What follows belongs to an exercise in optimizing a design on an open flow for small area; a production flow would make more cautious choices. Function was checked by simulation only, so behaviour that the tests miss may differ from the original.

==> run a: inputs <==
==> flow/design.v <==
module freq_detector(
    input             clk               ,
    input             rst_n             ,
    input             pulse_in          ,  
    output reg [31:0] freq                 
);
localparam CLK_FREQ = 20000000;   
localparam CLK_300MHz = 300000; 
reg [31:0] freq_reg;  
reg  pulse_in_d1, pulse_in_d2;
wire rising_edge;
always @(posedge clk or negedge rst_n) begin
     if (!rst_n) begin
         pulse_in_d1 <= 1'b0;
         pulse_in_d2 <= 1'b0;
     end 
     else begin
         pulse_in_d1 <= pulse_in;
         pulse_in_d2 <= pulse_in_d1;
     end
 end
assign rising_edge = (pulse_in_d1 && !pulse_in_d2);  
reg [31:0]PULSE_ticks;      
always @(posedge clk or negedge rst_n) begin
    if (!rst_n) begin
        PULSE_ticks <= 0;
        freq_reg    <= 0;
    end
    else begin
    PULSE_ticks <= PULSE_ticks + 1;  
        if(rising_edge)begin   
            PULSE_ticks <= 1;  
            freq_reg <= CLK_FREQ / PULSE_ticks;  
        end
    end
end
always @(posedge clk or negedge rst_n) begin
    if(!rst_n)begin
        freq <= 0;
    end
    else if(freq_reg <= CLK_300MHz)begin
        freq <= freq_reg;
    end
end
endmodule
module top_freq_test (
    input wire         clk        ,  
    input wire         rst_n      ,  
    input wire         pulse_sig_1,  
    input wire         pulse_sig_2,  
    input wire         pulse_sig_3,  
    input wire         pulse_sig_4,  
    output wire [19:0] freq_out_1 ,  
    output wire [19:0] freq_out_2 ,  
    output wire [19:0] freq_out_3 ,  
    output wire [19:0] freq_out_4    
);
localparam CLK_FREQ = 20_000_000;   
wire rst;
assign rst = ~rst_n;
reg   [19:0] freq;
    freq_detector u_freq_detector_0(
        .clk      (clk          ),
        .rst_n    (rst_n        ),
        .pulse_in (pulse_sig_1  ),
        .freq     (freq_out_1   )
    );
    freq_detector u_freq_detector_1(
        .clk      (clk          ),
        .rst_n    (rst_n        ),
        .pulse_in (pulse_sig_2  ),
        .freq     (freq_out_2   )
    );
    freq_detector u_freq_detector_2(
        .clk      (clk          ),
        .rst_n    (rst_n        ),
        .pulse_in (pulse_sig_3 ),
        .freq     (freq_out_3   )
    );
    freq_detector u_freq_detector_3(
        .clk      (clk          ),
        .rst_n    (rst_n        ),
        .pulse_in (pulse_sig_4  ),
        .freq     (freq_out_4   )
    );
endmodule
==> flow/run.sh <==
#!/bin/bash
# synth_recipe.tcl (not shown) runs the flow's synth.tcl, then flattens the netlist and writes it again
# the make line also repeats each setting of config.mk as NAME=value (left out here)
make -C /OpenROAD-flow-scripts/flow DESIGN_CONFIG=/design/flow/config.mk WORK_HOME=/design/flow/orfs CLKGATE_MAP_FILE= SYNTH_SCRIPT=/design/flow/synth_recipe.tcl finish
==> flow/config.mk <==
export PLATFORM = sky130hd
export DESIGN_NAME = top_freq_test
export DESIGN_NICKNAME = top_freq_test
export VERILOG_FILES = /design/flow/design.v
export SDC_FILE = /design/flow/constraint.sdc
export NUM_CORES = 4
export LEC_CHECK = 0
export CAP_MARGIN = 40
export CORE_MARGIN = 2
export CORE_UTILIZATION = 35
export SLEW_MARGIN = 40
==> flow/constraint.sdc <==
create_clock -name core_clock -period 80.0 [get_ports {clk}]
set_input_delay 16.0000 -clock core_clock [delete_from_list [all_inputs] [get_ports {clk}]]
set_output_delay 16.0000 -clock core_clock [all_outputs]
set_load 0.01 [all_outputs]
==> run b: changes against run a <==
==> flow/design.v, changed modules only <==
module freq_detector(
    input             clk,
    input             rst_n,
    input             pulse_in,
    output reg [18:0] freq
);
reg d1, d2, d3;
always @(posedge clk or negedge rst_n) begin
    if (!rst_n) begin
        d1 <= 1'b0;
        d2 <= 1'b0;
        d3 <= 1'b0;
    end else begin
        d1 <= pulse_in;
        d2 <= d1;
        d3 <= d2;
    end
end
wire pre = pulse_in & ~d1;    
wire st1 = d1 & ~d2;          
wire st2 = d2 & ~d3;          
wire st0 = pre & ~st2;        
wire hold = pre | st1;
reg  [19:0] K;
wire        sat = &K[19:15];
wire [20:0] ic;
wire [19:0] K_inc;
assign ic[0] = ~hold & ~sat;
genvar i;
generate
    for (i = 0; i < 20; i = i + 1) begin : g_inc
        assign K_inc[i] = K[i] ^ ic[i];
        assign ic[i+1]  = K[i] & ic[i];
    end
endgenerate
always @(posedge clk or negedge rst_n) begin
    if (!rst_n)
        K <= 20'd1;
    else if (st2)
        K <= 20'd3;
    else
        K <= K_inc;
end
wire lt67 = ~|K[19:7] & (~K[6] | (~|K[5:2] & ~(K[1] & K[0])));
reg  [6:0]  Q;
reg  [19:0] X;
wire [13:0] bw;                  
wire [12:0] rd;
assign bw[0] = 1'b0;
generate
    for (i = 0; i < 13; i = i + 1) begin : g_rd
        if (i < 7) begin : g_lo
            assign rd[i]   = X[i] ^ Q[i] ^ bw[i];
            assign bw[i+1] = (~X[i] & Q[i]) | (~X[i] & bw[i]) | (Q[i] & bw[i]);
        end else begin : g_hi
            assign rd[i]   = X[i] ^ bw[i];
            assign bw[i+1] = ~X[i] & bw[i];
        end
    end
endgenerate
wire        neg = bw[13];
wire [13:0] ac;
wire [12:0] radj;
assign ac[0] = 1'b1;
generate
    for (i = 0; i < 13; i = i + 1) begin : g_ra
        assign radj[i] = rd[i] ^ K[i] ^ ac[i];
        assign ac[i+1] = (rd[i] & K[i]) | (rd[i] & ac[i]) | (K[i] & ac[i]);
    end
endgenerate
wire [7:0] qc;
wire [6:0] Qdec;
assign qc[0] = neg & ~hold;
generate
    for (i = 0; i < 7; i = i + 1) begin : g_qd
        assign Qdec[i] = Q[i] ^ qc[i];
        assign qc[i+1] = ~Q[i] & qc[i];
    end
endgenerate
wire [12:0] Rn = lt67 ? 13'd58 : (neg ? radj : rd);    
reg  [7:0]  qs;       
wire [3:0]  cb = {st0, st0, 1'b0, st0};    
wire [19:0] nK = ~K;
wire [19:0] r0, r1, r2, r3;
wire [3:0]  qb;
div_row u_r0 (.p({X,  cb[3]}), .nd(nK), .q(qb[3]), .r(r0));
div_row u_r1 (.p({r0, cb[2]}), .nd(nK), .q(qb[2]), .r(r1));
div_row u_r2 (.p({r1, cb[1]}), .nd(nK), .q(qb[1]), .r(r2));
div_row u_r3 (.p({r2, cb[0]}), .nd(nK), .q(qb[0]), .r(r3));
always @(posedge clk) begin
    Q  <= lt67 ? 7'd72 : Qdec;
    X  <= (st0 | st1) ? r3 : {7'd0, Rn};
    qs <= {qs[3:0], qb};
end
always @(posedge clk or negedge rst_n) begin
    if (!rst_n)
        freq <= 19'd0;
    else if (st2 & ~lt67)
        freq <= {Q, qs, qb};
end
endmodule
module div_row(
    input  [20:0] p,
    input  [19:0] nd,
    output        q,
    output [19:0] r
);
wire [20:0] c;
wire [19:0] s;
assign c[0] = 1'b1;
genvar i;
generate
    for (i = 0; i < 20; i = i + 1) begin : g_b
        assign s[i]   = p[i] ^ nd[i] ^ c[i];
        assign c[i+1] = (p[i] & nd[i]) | (p[i] & c[i]) | (nd[i] & c[i]);
    end
endgenerate
assign q = p[20] | c[20];
assign r = q ? s : p[19:0];
endmodule
module top_freq_test (
    input wire         clk        ,
    input wire         rst_n      ,
    input wire         pulse_sig_1,
    input wire         pulse_sig_2,
    input wire         pulse_sig_3,
    input wire         pulse_sig_4,
    output wire [19:0] freq_out_1 ,
    output wire [19:0] freq_out_2 ,
    output wire [19:0] freq_out_3 ,
    output wire [19:0] freq_out_4
);
assign freq_out_1[19] = 1'b0;
assign freq_out_2[19] = 1'b0;
assign freq_out_3[19] = 1'b0;
assign freq_out_4[19] = 1'b0;
freq_detector u_freq_detector_0 (.clk(clk), .rst_n(rst_n), .pulse_in(pulse_sig_1), .freq(freq_out_1[18:0]));
freq_detector u_freq_detector_1 (.clk(clk), .rst_n(rst_n), .pulse_in(pulse_sig_2), .freq(freq_out_2[18:0]));
freq_detector u_freq_detector_2 (.clk(clk), .rst_n(rst_n), .pulse_in(pulse_sig_3), .freq(freq_out_3[18:0]));
freq_detector u_freq_detector_3 (.clk(clk), .rst_n(rst_n), .pulse_in(pulse_sig_4), .freq(freq_out_4[18:0]));
endmodule
Settings changed: ABC_AREA set to 1, CAP_MARGIN 40 to 0, CORE_UTILIZATION 35 to 50, CTS_BUF_LIST set to sky130_fd_sc_hd__clkbuf_8, CTS_CLUSTER_DIAMETER set to 60, CTS_CLUSTER_SIZE set to 16, GPL_TIMING_DRIVEN set to 0, SLEW_MARGIN 40 to 0.
==> summary of the runs <==
- Against run a, the core utilization of run b is higher by 13 points.
- In run b the worst setup slack is better than in run a, by 24 ns.
- Against run b, the clock-buffer cell count of run a is higher by 29.
- Between run b and run a, the lower non-clock buffer count is in run b (gap 2278).
- Between run b and run a, the lower register-to-register slack is in run a (gap 39 ns).
- In wire length, run a is at 9.3 times the value of run b.
- Between run b and run a, the lower first-iteration DRC count is in run b (gap about 90%, measured against run a).
- Critical path depth: run b is lower than run a (207).
- In die area, run a is at 7.5 times the value of run b.
- The design area of run a is 5.8 times that of run b.


==> 01-15 <==
Another version of the RTL of top_freq_test (not shown whole).
==> module freq_detector, before the edit <==
module freq_detector(
    input             clk,
    input             rst_n,
    input             pulse_in,
    output reg [18:0] freq
);
reg d1, d2, d3;
always @(posedge clk or negedge rst_n) begin
    if (!rst_n) begin
        d1 <= 1'b0;
        d2 <= 1'b0;
        d3 <= 1'b0;
    end else begin
        d1 <= pulse_in;
        d2 <= d1;
        d3 <= d2;
    end
end
wire pre = pulse_in & ~d1;    
wire st1 = d1 & ~d2;          
wire st2 = d2 & ~d3;          
wire st0 = pre & ~st2;        
wire hold = pre | st1;
reg  [19:0] K;
wire        sat = &K[19:15];
wire [20:0] ic;
wire [19:0] K_inc;
assign ic[0] = ~hold & ~sat;
genvar i;
generate
    for (i = 0; i < 20; i = i + 1) begin : g_inc
        assign K_inc[i] = K[i] ^ ic[i];
        assign ic[i+1]  = K[i] & ic[i];
    end
endgenerate
always @(posedge clk or negedge rst_n) begin
    if (!rst_n)
        K <= 20'd1;
    else if (st2)
        K <= 20'd3;
    else
        K <= K_inc;
end
wire lt67 = ~|K[19:7] & (~K[6] | (~|K[5:2] & ~(K[1] & K[0])));
reg  [8:0]  Q;
reg  [19:0] X;
reg  [5:0]  qs;       
wire        idle = ~(pre | st1 | st2);
wire [20:0] vc;
wire [19:0] v;
assign vc[0] = ic[0];
generate
    for (i = 0; i < 20; i = i + 1) begin : g_v
        if (i < 9) begin : g_lo
            assign v[i]    = X[i] ^ Q[i] ^ vc[i];
            assign vc[i+1] = (X[i] & Q[i]) | (X[i] & vc[i]) | (Q[i] & vc[i]);
        end else begin : g_hi
            assign v[i]    = X[i] ^ vc[i];
            assign vc[i+1] = X[i] & vc[i];
        end
    end
endgenerate
wire [2:0]  ncb = st0 ? 3'b101 : 3'b111;
wire [19:0] nK  = ~K;
wire [20:0] p0  = idle ? {3'd0, v[19:2]} : {X, ncb[2]};
wire        c1  = idle ? v[1] : ncb[1];
wire        c0  = idle ? v[0] : ncb[0];
wire [19:0] r0, r1, r2;
wire [2:0]  nq;       
div_row u_r0 (.p(p0),       .nd(nK), .cin(~idle), .q(nq[2]), .r(r0));
div_row u_r1 (.p({r0, c1}), .nd(nK), .cin(~idle), .q(nq[1]), .r(r1));
div_row u_r2 (.p({r1, c0}), .nd(nK), .cin(~idle), .q(nq[0]), .r(r2));
wire [20:0] fc;
assign fc[0] = 1'b1;
generate
    for (i = 0; i < 20; i = i + 1) begin : g_f
        if (i == 0) begin : g_0
            assign fc[1] = 1'b1 | nK[0];    
        end else begin : g_n
            assign fc[i+1] = (r2[i-1] & nK[i]) | (r2[i-1] & fc[i]) | (nK[i] & fc[i]);
        end
    end
endgenerate
wire        nq0 = r2[19] | fc[20];
wire [2:0]  dq = idle ? nq : 3'd0;
wire [9:0]  qb_;
wire [8:0]  Qn;
assign qb_[0] = 1'b0;
generate
    for (i = 0; i < 9; i = i + 1) begin : g_qd
        if (i < 3) begin : g_lo
            assign Qn[i]    = Q[i] ^ dq[i] ^ qb_[i];
            assign qb_[i+1] = (~Q[i] & dq[i]) | (~Q[i] & qb_[i]) | (dq[i] & qb_[i]);
        end else begin : g_hi
            assign Qn[i]    = Q[i] ^ qb_[i];
            assign qb_[i+1] = ~Q[i] & qb_[i];
        end
    end
endgenerate
always @(posedge clk) begin
    Q  <= lt67 ? 9'd291 : Qn;
    X  <= lt67 ? 20'd32 : r2;
    qs <= {qs[2:0], nq};
end
always @(posedge clk or negedge rst_n) begin
    if (!rst_n)
        freq <= 19'd0;
    else if (st2 & ~lt67)
        freq <= {Q, ~qs, ~nq, ~nq0};
end
endmodule
==> module div_row, before the edit <==
module div_row(
    input  [20:0] p,
    input  [19:0] nd,
    input         cin,
    output        q,
    output [19:0] r
);
wire [20:0] c;
wire [19:0] s;
assign c[0] = cin;
genvar i;
generate
    for (i = 0; i < 20; i = i + 1) begin : g_b
        assign s[i]   = p[i] ^ nd[i] ^ c[i];
        assign c[i+1] = (p[i] & nd[i]) | (p[i] & c[i]) | (nd[i] & c[i]);
    end
endgenerate
assign q = p[20] | c[20];
assign r = q ? s : p[19:0];
endmodule
clock: 80.0 ns
lec_check: 0
cap_margin: 0
core_margin: 2
core_utilization: 50
gpl_timing_driven: 0
slew_margin: 0
standard.sh (not shown) runs the stock make flow with config.mk's settings and CLKGATE_MAP_FILE= SYNTH_SCRIPT=/design/flow/synth_recipe.tcl, a recipe that flattens the netlist after the stock synthesis.
==> flow/flow/run.sh <==
#!/bin/bash
# The standard layout (standard.sh), with these changes:
#  * synthesis: the ABC mapping script is flow/abc_area_map.script (area
#    mapping without ABC's buffering/upsizing for delay), and Yosys's generic
#    'abc -fast' pass inside 'synth -run fine:' is skipped (-noabc); the
#    rest of ORFS's synthesis (flop mapping, flattening, names) is unchanged.
#  * port buffers are sky130_fd_sc_hd__buf_1 (every port still gets one).
#  * clock tree synthesis uses clkbuf_4 and inserts no dummy loads.
# make's whole output goes to flow.log here; ORFS's per-step logs are under orfs/logs.
set -euo pipefail
here=$(pwd)
rm -rf "$here/scripts"
cp -r "$FLOW_HOME/scripts" "$here/scripts"
cp "$here/flow/abc_area_map.script" "$here/scripts/abc_speed.script"
sed -i 's/synth -top $::env(DESIGN_NAME) -run fine: {\*}$synth_full_args/synth -top $::env(DESIGN_NAME) -run fine: -noabc {*}$synth_full_args/' "$here/scripts/synth.tcl"
grep -q -- '-run fine: -noabc' "$here/scripts/synth.tcl"
export SCRIPTS_DIR="$here/scripts"
export BUFFER_PORTS_ARGS="-buffer_cell sky130_fd_sc_hd__buf_1"
export CTS_ARGS="-sink_clustering_enable -repair_clock_nets -dont_use_dummy_load -buf_list sky130_fd_sc_hd__clkbuf_4 -sink_clustering_size 10 -sink_clustering_max_diameter 40"
bash standard.sh finish > flow.log 2>&1
==> flow/flow/abc_area_map.script <==
strash
dch
map -a
topo
&get -n
&st
&dch
&nf -R 1000 -p
&put
==> inputs of 08-07, as changes to 01-15 <==
CORE_UTILIZATION = 70   (was 50)
==> inputs of 08-06, as changes to 01-15 <==
==> flow/design.v, changed modules only <==
module freq_detector(
    input             clk,
    input             rst_n,
    input             pulse_in,
    output reg [18:0] freq
);
reg d1, d2, d3;
always @(posedge clk or negedge rst_n) begin
    if (!rst_n) begin
        d1 <= 1'b0;
        d2 <= 1'b0;
        d3 <= 1'b0;
    end else begin
        d1 <= pulse_in;
        d2 <= d1;
        d3 <= d2;
    end
end
wire pre = pulse_in & ~d1;    
wire st1 = d1 & ~d2;          
wire st2 = d2 & ~d3;          
wire st0 = pre & ~st2;        
wire hold = pre | st1;
reg  [19:0] K;
wire        sat = &K[19:15];
wire [20:0] ic;
wire [19:0] K_inc;
assign ic[0] = ~hold & ~sat;
genvar i;
generate
    for (i = 0; i < 20; i = i + 1) begin : g_inc
        assign K_inc[i] = K[i] ^ ic[i];
        assign ic[i+1]  = K[i] & ic[i];
    end
endgenerate
always @(posedge clk or negedge rst_n) begin
    if (!rst_n)
        K <= 20'd1;
    else if (st2)
        K <= 20'd3;
    else
        K <= K_inc;
end
wire lt67 = ~|K[19:7] & (~K[6] | (~|K[5:2] & ~(K[1] & K[0])));
reg  [6:0]  Q;
reg  [19:0] X;
wire [13:0] bw;                  
wire [12:0] rd;
assign bw[0] = 1'b0;
generate
    for (i = 0; i < 13; i = i + 1) begin : g_rd
        if (i < 7) begin : g_lo
            assign rd[i]   = X[i] ^ Q[i] ^ bw[i];
            assign bw[i+1] = (~X[i] & Q[i]) | (~X[i] & bw[i]) | (Q[i] & bw[i]);
        end else begin : g_hi
            assign rd[i]   = X[i] ^ bw[i];
            assign bw[i+1] = ~X[i] & bw[i];
        end
    end
endgenerate
wire        neg = bw[13];
wire [13:0] ac;
wire [12:0] radj;
assign ac[0] = 1'b1;
generate
    for (i = 0; i < 13; i = i + 1) begin : g_ra
        assign radj[i] = rd[i] ^ K[i] ^ ac[i];
        assign ac[i+1] = (rd[i] & K[i]) | (rd[i] & ac[i]) | (K[i] & ac[i]);
    end
endgenerate
wire [7:0] qc;
wire [6:0] Qdec;
assign qc[0] = neg & ~hold;
generate
    for (i = 0; i < 7; i = i + 1) begin : g_qd
        assign Qdec[i] = Q[i] ^ qc[i];
        assign qc[i+1] = ~Q[i] & qc[i];
    end
endgenerate
wire [12:0] Rn = lt67 ? 13'd58 : (neg ? radj : rd);    
reg  [7:0]  qs;       
wire [3:0]  cb = {st0, st0, 1'b0, st0};    
wire [19:0] nK = ~K;
wire [19:0] r0, r1, r2, r3;
wire [3:0]  qb;
div_row u_r0 (.p({X,  cb[3]}), .nd(nK), .q(qb[3]), .r(r0));
div_row u_r1 (.p({r0, cb[2]}), .nd(nK), .q(qb[2]), .r(r1));
div_row u_r2 (.p({r1, cb[1]}), .nd(nK), .q(qb[1]), .r(r2));
div_row u_r3 (.p({r2, cb[0]}), .nd(nK), .q(qb[0]), .r(r3));
always @(posedge clk) begin
    Q  <= lt67 ? 7'd72 : Qdec;
    X  <= (st0 | st1) ? r3 : {7'd0, Rn};
    qs <= {qs[3:0], qb};
end
always @(posedge clk or negedge rst_n) begin
    if (!rst_n)
        freq <= 19'd0;
    else if (st2 & ~lt67)
        freq <= {Q, qs, qb};
end
endmodule
module div_row(
    input  [20:0] p,
    input  [19:0] nd,
    output        q,
    output [19:0] r
);
wire [20:0] c;
wire [19:0] s;
assign c[0] = 1'b1;
genvar i;
generate
    for (i = 0; i < 20; i = i + 1) begin : g_b
        assign s[i]   = p[i] ^ nd[i] ^ c[i];
        assign c[i+1] = (p[i] & nd[i]) | (p[i] & c[i]) | (nd[i] & c[i]);
    end
endgenerate
assign q = p[20] | c[20];
assign r = q ? s : p[19:0];
endmodule
==> flow/flow/run.sh (replaced) <==
#!/bin/bash
# Standard ORFS layout (the standard.sh), with two changes:
#  * port buffers use sky130_fd_sc_hd__buf_1 (every port still gets a buffer)
#  * clock tree synthesis does not insert dummy loads
# The whole make output goes to flow.log in this folder.
set -euo pipefail
export BUFFER_PORTS_ARGS="-buffer_cell sky130_fd_sc_hd__buf_1"
export CTS_ARGS="-sink_clustering_enable -repair_clock_nets -dont_use_dummy_load -buf_list sky130_fd_sc_hd__clkbuf_8 -sink_clustering_size 16 -sink_clustering_max_diameter 60"
bash standard.sh finish > flow.log 2>&1
CTS_BUF_LIST = sky130_fd_sc_hd__clkbuf_8   (was default)
CTS_CLUSTER_DIAMETER = 60   (was default)
CTS_CLUSTER_SIZE = 16   (was default)
removed: flow/flow/abc_area_map.script
==> inputs of 08-03, as changes to 01-15 <==
==> flow/design.v, changed modules only <==
module freq_detector(
    input             clk,
    input             rst_n,
    input             pulse_in,
    output reg [18:0] freq
);
reg d1, d2, d3;
always @(posedge clk or negedge rst_n) begin
    if (!rst_n) begin
        d1 <= 1'b0;
        d2 <= 1'b0;
        d3 <= 1'b0;
    end else begin
        d1 <= pulse_in;
        d2 <= d1;
        d3 <= d2;
    end
end
wire pre = pulse_in & ~d1;    
wire st1 = d1 & ~d2;          
wire st2 = d2 & ~d3;          
wire st0 = pre & ~st2;        
wire hold = pre | st1;
reg  [19:0] K;
wire        sat = &K[19:15];
wire [20:0] ic;
wire [19:0] K_inc;
assign ic[0] = ~hold & ~sat;
genvar i;
generate
    for (i = 0; i < 20; i = i + 1) begin : g_inc
        assign K_inc[i] = K[i] ^ ic[i];
        assign ic[i+1]  = K[i] & ic[i];
    end
endgenerate
always @(posedge clk or negedge rst_n) begin
    if (!rst_n)
        K <= 20'd1;
    else if (st2)
        K <= 20'd3;
    else
        K <= K_inc;
end
wire lt67 = ~|K[19:7] & (~K[6] | (~|K[5:2] & ~(K[1] & K[0])));
reg  [6:0]  Q;
reg  [19:0] nX;
wire [13:0] sc;
wire [12:0] s;
assign sc[0] = 1'b0;
generate
    for (i = 0; i < 13; i = i + 1) begin : g_s
        if (i < 7) begin : g_lo
            assign s[i]    = nX[i] ^ Q[i] ^ sc[i];
            assign sc[i+1] = (nX[i] & Q[i]) | (nX[i] & sc[i]) | (Q[i] & sc[i]);
        end else begin : g_hi
            assign s[i]    = nX[i] ^ sc[i];
            assign sc[i+1] = nX[i] & sc[i];
        end
    end
endgenerate
wire        neg = sc[13];
wire [13:0] ac;
wire [12:0] sadj;
assign ac[0] = 1'b0;
generate
    for (i = 0; i < 13; i = i + 1) begin : g_ra
        assign sadj[i] = s[i] ^ ~K[i] ^ ac[i];
        assign ac[i+1] = (s[i] & ~K[i]) | (s[i] & ac[i]) | (~K[i] & ac[i]);
    end
endgenerate
wire [7:0] qc;
wire [6:0] Qdec;
assign qc[0] = neg & ~hold;
generate
    for (i = 0; i < 7; i = i + 1) begin : g_qd
        assign Qdec[i] = Q[i] ^ qc[i];
        assign qc[i+1] = ~Q[i] & qc[i];
    end
endgenerate
wire [12:0] nRn = lt67 ? ~13'd58 : (neg ? sadj : s);
reg  [7:0]  qs;       
wire [3:0]  ncb = ~{st0, st0, 1'b0, st0};    
wire [19:0] r0, r1, r2, r3;
wire [3:0]  qb;
div_row u_r0 (.np({nX, ncb[3]}), .d(K), .q(qb[3]), .nr(r0));
div_row u_r1 (.np({r0, ncb[2]}), .d(K), .q(qb[2]), .nr(r1));
div_row u_r2 (.np({r1, ncb[1]}), .d(K), .q(qb[1]), .nr(r2));
div_row u_r3 (.np({r2, ncb[0]}), .d(K), .q(qb[0]), .nr(r3));
always @(posedge clk) begin
    Q  <= lt67 ? 7'd72 : Qdec;
    nX <= (st0 | st1) ? r3 : {7'h7f, nRn};
    qs <= {qs[3:0], qb};
end
always @(posedge clk or negedge rst_n) begin
    if (!rst_n)
        freq <= 19'd0;
    else if (st2 & ~lt67)
        freq <= {Q, qs, qb};
end
endmodule
module div_row(
    input  [20:0] np,
    input  [19:0] d,
    output        q,
    output [19:0] nr
);
wire [20:0] b;        
wire [19:0] ns;       
assign b[0] = 1'b0;
genvar i;
generate
    for (i = 0; i < 20; i = i + 1) begin : g_b
        assign ns[i]  = np[i] ^ d[i] ^ b[i];
        assign b[i+1] = (np[i] & d[i]) | (np[i] & b[i]) | (d[i] & b[i]);
    end
endgenerate
assign q  = ~(np[20] & b[20]);
assign nr = q ? ns : np[19:0];
endmodule
==> flow_metrics.env <==
export IMPL_clk_latency_ns=0.73
export IMPL_vias=15000
export IMPL_final_common_cell="nor2_1"
export IMPL_hold_path_startpoint="u_freq_detector_1.qs[2]$_DFF_P_"
export IMPL_status="no timing/DRC/antenna violations"
export IMPL_cp_depth=88
export IMPL_seq_share=0.304
export IMPL_vias_per_cell=5.79
export IMPL_critPathBufInv=5
export IMPL_synth_top_area_share=0.265
export IMPL_synth_common_cells="nor2_1, nand2_1, fa_1, dfrtp_1"
# the run above: 08-07

==> flow_metrics.env <==
export IMPL_cp_depth=97
export IMPL_reg2reg_from="u_freq_detector_1.d2$_DFF_PN0_"
export IMPL_seq_share=0.282
export IMPL_final_common_cell="fa_1"
export IMPL_critPathBufInv=7
export IMPL_ys_ff_latch=308
export IMPL_status="no timing/DRC/antenna violations"
export IMPL_dr_pass1_iters=5
export IMPL_synth_top_area_share=0.325
export IMPL_vias_per_cell=5.37
export IMPL_hold_path_startpoint="u_freq_detector_2.qs[1]$_DFF_P_"
export IMPL_route_met3_wl_um=1690
export IMPL_synth_common_cells="fa_1, mux2_1, nand2_1, dfrtp_1, dfxtp_1"
export IMPL_vias=14100
# the run above: 08-03

==> flow_metrics.env <==
export IMPL_cp_depth=108
export IMPL_status="no timing/DRC/antenna violations"
export IMPL_vias=16600
export IMPL_synth_top_area_share=0.300
export IMPL_critPathBufInv=16
export IMPL_synth_common_cells="fa_1, inv_1, nand2_1, dfrtp_1, ha_1"
export IMPL_seq_share=0.267
export IMPL_vias_per_cell=5.48
# the run above: 08-06

==> flow_metrics.env <==
export IMPL_synth_top_area_share=0.265
export IMPL_critPathBufInv=5
export IMPL_cp_depth=88
export IMPL_status="no timing/DRC/antenna violations"
export IMPL_seq_share=0.300
export IMPL_synth_common_cells="nor2_1, nand2_1, fa_1, dfrtp_1"
export IMPL_cp_end_kind="flip-flop"
export IMPL_final_common_cell="nor2_1"
export IMPL_vias=14800
export IMPL_vias_per_cell=5.39
export IMPL_setup_viol=0
export IMPL_dr_max_layer_used="met4"
export IMPL_hold_path_startpoint="u_freq_detector_1.qs[2]$_DFF_P_"
# the run above: 01-15

-- afterwards: timing with drivers on the ports --
The results above use ideal ports. As a check the final layouts listed here were re-extracted and re-timed, cells and wires unchanged. Step 1 sets driving cells, clkbuf_16 on the clock port and buf_2 on the other inputs (assumed; they add their load-dependent delay and slew). Step 2, shift: input delay + t, output delay - t, t = (earliest + latest rising clock arrival at the registers) / 2. This alone moves slack from input paths to output paths. Slacks: ideal ports / drivers / drivers and shift; pairs: ideal ports / drivers.
run	t (ns)	setup slack, ns	worst register clock-pin slew, ns	worst slew at a driven data input, ns	pins driven straight from the clock port
run a	0.871	4.389 / 4.389 / 4.389	0.08 / 0.08	0.07	1
run b	0.677	27.965 / 27.988 / 27.311	0.10 / 0.10	0.05	1
01-15	0.848	30.540 / 30.563 / 29.716	0.10 / 0.10	0.04	1
08-07	0.740	30.653 / 30.666 / 29.926	0.11 / 0.11	0.04	1
08-06	0.653	25.925 / 25.947 / 25.294	0.10 / 0.10	0.05	1
08-03	0.767	23.902 / 23.888 / 23.121	0.11 / 0.11	0.07	1
After both steps setup and hold are still met in every run listed. The setup slack of 01-15, which loses most, moves by +0.023 ns with the drivers and by -0.824 ns with both steps.
